What follows belongs to an exercise in optimizing a design on an open flow for small area; a production flow would make more cautious choices. The RTL was checked by simulation tests, not by an equivalence proof against the original design. The clock input has no modelled driver; a real chip could not lean on it and would need a root buffer or a full tree. Power figures rest on the tool's default switching activity, not on a simulated workload.

==> module top, before the edit <==
module top (
    input  wire       clk,
    input  wire       reset,
    input  wire       pause,
    input  wire       adjust,
    input  wire       select,
    output reg  [6:0] seg,
    output reg  [3:0] anode
);
    reg [2:0] MinL, SecL;
    reg [3:0] MinR, SecR;
    wire [1:0] digit;
    wire       blink, en_set, c9;
    enable_gen clkenbl (
        .clk_100mhz (clk),
        .reset      (reset),
        .digit      (digit),
        .blink      (blink),
        .en_set     (en_set),
        .c9         (c9)
    );
    wire go    = ~pause & en_set;
    wire secr9 = SecR[3] & SecR[0];
    wire secl5 = SecL[2] & SecL[0];
    wire e_sr = go & (adjust ? select : c9);
    wire e_sl = e_sr & secr9;
    wire e_mr = go & (adjust ? ~select : c9 & secr9 & secl5);
    wire e_ml = e_mr & MinR[3] & MinR[0];
    always @(posedge clk or posedge reset) begin
        if (reset) begin
            SecR <= 4'd0;
            SecL <= 3'd0;
            MinR <= 4'd0;
            MinL <= 3'd0;
        end else begin
            SecR[0] <= SecR[0] ^ e_sr;
            SecR[1] <= SecR[1] ^ (e_sr & SecR[0] & ~SecR[3]);
            SecR[2] <= SecR[2] ^ (e_sr & SecR[0] & SecR[1]);
            SecR[3] <= SecR[3] ^ (e_sr & SecR[0] & (SecR[3] | SecR[1] & SecR[2]));
            SecL[0] <= SecL[0] ^ e_sl;
            SecL[1] <= SecL[1] ^ (e_sl & SecL[0] & ~SecL[2]);
            SecL[2] <= SecL[2] ^ (e_sl & SecL[0] & (SecL[2] | SecL[1]));
            MinR[0] <= MinR[0] ^ e_mr;
            MinR[1] <= MinR[1] ^ (e_mr & MinR[0] & ~MinR[3]);
            MinR[2] <= MinR[2] ^ (e_mr & MinR[0] & MinR[1]);
            MinR[3] <= MinR[3] ^ (e_mr & MinR[0] & (MinR[3] | MinR[1] & MinR[2]));
            MinL[0] <= MinL[0] ^ e_ml;
            MinL[1] <= MinL[1] ^ (e_ml & MinL[0] & ~MinL[2]);
            MinL[2] <= MinL[2] ^ (e_ml & MinL[0] & (MinL[2] | MinL[1]));
        end
    end
    reg [3:0] d;
    always @(*) begin
        case (digit)
            2'd0: begin anode = 4'b0111; d = {1'b0, MinL}; end
            2'd1: begin anode = 4'b1011; d = MinR; end
            2'd2: begin anode = 4'b1101; d = {1'b0, SecL}; end
            default: begin anode = 4'b1110; d = SecR; end
        endcase
    end
    wire blank = blink & adjust & (select == digit[1]);
    wire t7 = d[2] & d[1] & d[0];
    wire sa = ~d[1] & (d[2] ? ~d[0] : d[0] & ~d[3]);        
    always @(*) begin
        seg[6] = blank | sa;
        seg[5] = blank | d[2] & (d[1] ^ d[0]);              
        seg[4] = blank | ~d[2] & d[1] & ~d[0];              
        seg[3] = blank | sa | t7;                           
        seg[2] = blank | d[0] | d[2] & ~d[1];               
        seg[1] = blank | ~d[3] & ~d[2] & (d[1] | d[0]) | t7;  
        seg[0] = blank | ~(d[3] | d[2] | d[1]) | t7;        
    end
endmodule
Settings: LEC_CHECK=0, CAP_MARGIN=20, CORE_MARGIN=2, CORE_UTILIZATION=40, SLEW_MARGIN=20; clock period 10.0 ns.
standard.sh (not shown) runs the stock make flow with config.mk's settings and CLKGATE_MAP_FILE= SYNTH_SCRIPT=/design/flow/synth_recipe.tcl, a recipe that flattens the netlist after the stock synthesis.
==> flow/flow/run.sh <==
#!/bin/bash
# Standard ORFS layout with three changes:
#  - after the standard synthesis, the combinational cells are mapped again
#    with area-only ABC scripts, keeping the smallest result (registers, their
#    names and cells untouched);
#  - the smallest buffer on each port;
#  - the clock tree rebuilt as one or two buffers fed by the clock port, each
#    driving one cluster of registers (flow/kbuf.tcl).
set -euo pipefail
export BUFFER_PORTS_ARGS="-buffer_cell sky130_fd_sc_hd__buf_1"
export CTS_ARGS="-sink_clustering_enable -repair_clock_nets -root_buf sky130_fd_sc_hd__clkbuf_4 -buf_list sky130_fd_sc_hd__clkbuf_4 -sink_clustering_size 30 -dont_use_dummy_load"

R=orfs/results/sky130hd/top/base
LIB=$FLOW_HOME/platforms/sky130hd/lib/sky130_fd_sc_hd__tt_025C_1v80.lib
YOSYS=$FLOW_HOME/../tools/install/yosys/bin/yosys
[[ -x $YOSYS ]] || YOSYS=yosys

bash standard.sh synth > synth.log 2>&1

cp $R/1_2_yosys.v std_synth.v
DU=$(sed -n 's/^export DONT_USE_CELLS.*//; /^ *sky130/p' $FLOW_HOME/platforms/sky130hd/config.mk | tr -d '\\' | xargs -n1 | sed 's/^/-dont_use /' | xargs)
# Map the combinational logic again with each ABC script in flow/abc and keep
# the smallest result.
best=""; best_area=""
for s in flow/abc/*.abc; do
  n=$(basename $s .abc)
  cat > remap_$n.ys <<EOY
read_liberty -ignore_miss_func $LIB
read_verilog std_synth.v
hierarchy -top top
setattr -mod -set blackbox 1 sky130_fd_sc_hd__df*
flatten
rename -hide w:*.*
opt_clean -purge
abc -liberty $LIB $DU -script $PWD/$s
opt_clean -purge
hilomap -singleton -hicell sky130_fd_sc_hd__conb_1 HI -locell sky130_fd_sc_hd__conb_1 LO
insbuf -buf sky130_fd_sc_hd__buf_4 A X
opt_clean -purge
tee -o remap_$n.stat stat -liberty $LIB
write_verilog -noexpr -noattr -nohex -nodec remap_$n.v
EOY
  if $YOSYS -s remap_$n.ys > remap_$n.log 2>&1; then
    a=$(grep "Chip area for module" remap_$n.stat | head -1 | awk '{print $NF}')
    echo "$n $a" >> remap_areas.txt
    if [[ -n "$a" ]] && { [[ -z "$best_area" ]] || awk "BEGIN{exit !($a < $best_area)}"; }; then
      best=$n; best_area=$a
    fi
  fi
done
echo "best $best $best_area" >> remap_areas.txt
cp remap_$best.v $R/1_2_yosys.v
rm -f $R/1_synth.odb $R/1_synth.sdc

bash standard.sh $PWD/$R/4_1_cts.odb > standard_to_cts.log 2>&1
# Try the clock buffer options from the smallest area up, and keep the first
# whose worst register clock slew (placement estimate) is at most 112 ps; if
# none qualifies, keep the standard clock tree.
for opt in "1 buf_8" "2 buf_4" "1 buf_12" "2 buf_6" "1 clkbuf_16" "2 clkbuf_8"; do
  set -- $opt
  rm -f kbuf.odb
  if PLATFORM_DIR=$FLOW_HOME/platforms/sky130hd IN_ODB=$R/4_1_cts.odb IN_SDC=$R/4_cts.sdc \
      OUT_ODB=$PWD/kbuf.odb NBUF=$1 BUF_CELL=sky130_fd_sc_hd__$2 MAX_SLEW=0.112 \
      openroad -no_init -exit flow/kbuf.tcl > kbuf_$1_$2.log 2>&1 && [[ -f kbuf.odb ]]; then
    cp kbuf.odb $R/4_1_cts.odb
    break
  fi
done

bash standard.sh > standard.log 2>&1
Other scripts of this flow, unchanged in this note and not shown: flow/flow/abc/s01.abc, flow/flow/abc/s02.abc, flow/flow/abc/s03.abc, flow/flow/abc/s04.abc, flow/flow/abc/s05.abc, flow/flow/abc/s06.abc, flow/flow/abc/s07.abc, flow/flow/abc/s08.abc, flow/flow/abc/s09.abc, flow/flow/abc/s10.abc, flow/flow/kbuf.tcl
Then changed:
--- a/flow/design.v
+++ b/flow/design.v
@@ -105,5 +105,5 @@
     wire blank = blink & adjust & (select == digit[1]);
     wire t7 = d[2] & d[1] & d[0];
-    wire sa = ~d[1] & (d[2] ? ~d[0] : d[0] & ~d[3]);        
+    wire sa = ~d[3] & ~d[1] & (d[2] ^ d[0]);               
     always @(*) begin
         seg[6] = blank | sa;
After rerunning: Cell area goes up by 0.43%. Combinational power hardly moves. Synthesized area goes up by 0.48%. Die area goes up by 0.44%. Worst setup slack loses 0.49 ns. Total power barely changes. First-iteration DRC count goes up by 8.7%. Routed wire length goes up by 1.6%. Core utilization goes up by 0.20 points. Hold slack gains 0.010 ns. Critical path depth goes down by 1. Maximum frequency goes down by 9.0%. Sequential share of layout area goes down by 0.22 points.
In every run of this note, the design's own scripts or RTL, not TritonCTS, make the clock network.

==> re-timing with driven ports <==
The flow's constraints put no driver on any port. The routed layouts listed below were extracted and timed again, unchanged, in two steps.
Step 1, drivers: a clkbuf_16 drives clk and a buf_2 each remaining input, both assumed.
Step 2 times the ports against the registers' clock, not the clock port: input delays grow and output delays shrink by t, the midpoint of the rising clock arrivals with the driver on.
Slacks: ideal ports / drivers / drivers and shift; pairs: ideal ports / drivers.
run	t (ns)	setup slack, ns	clock arrival spread, ns
the first run	0.159	5.007 / 4.986 / 4.986	0.013 / 0.013
the second run	0.157	4.513 / 4.490 / 4.490	0.002 / 0.002
After both steps setup and hold are still met in every run listed. For the second run, which loses most, drivers alone change the setup slack by -0.023 ns; drivers and shift together by -0.023 ns.
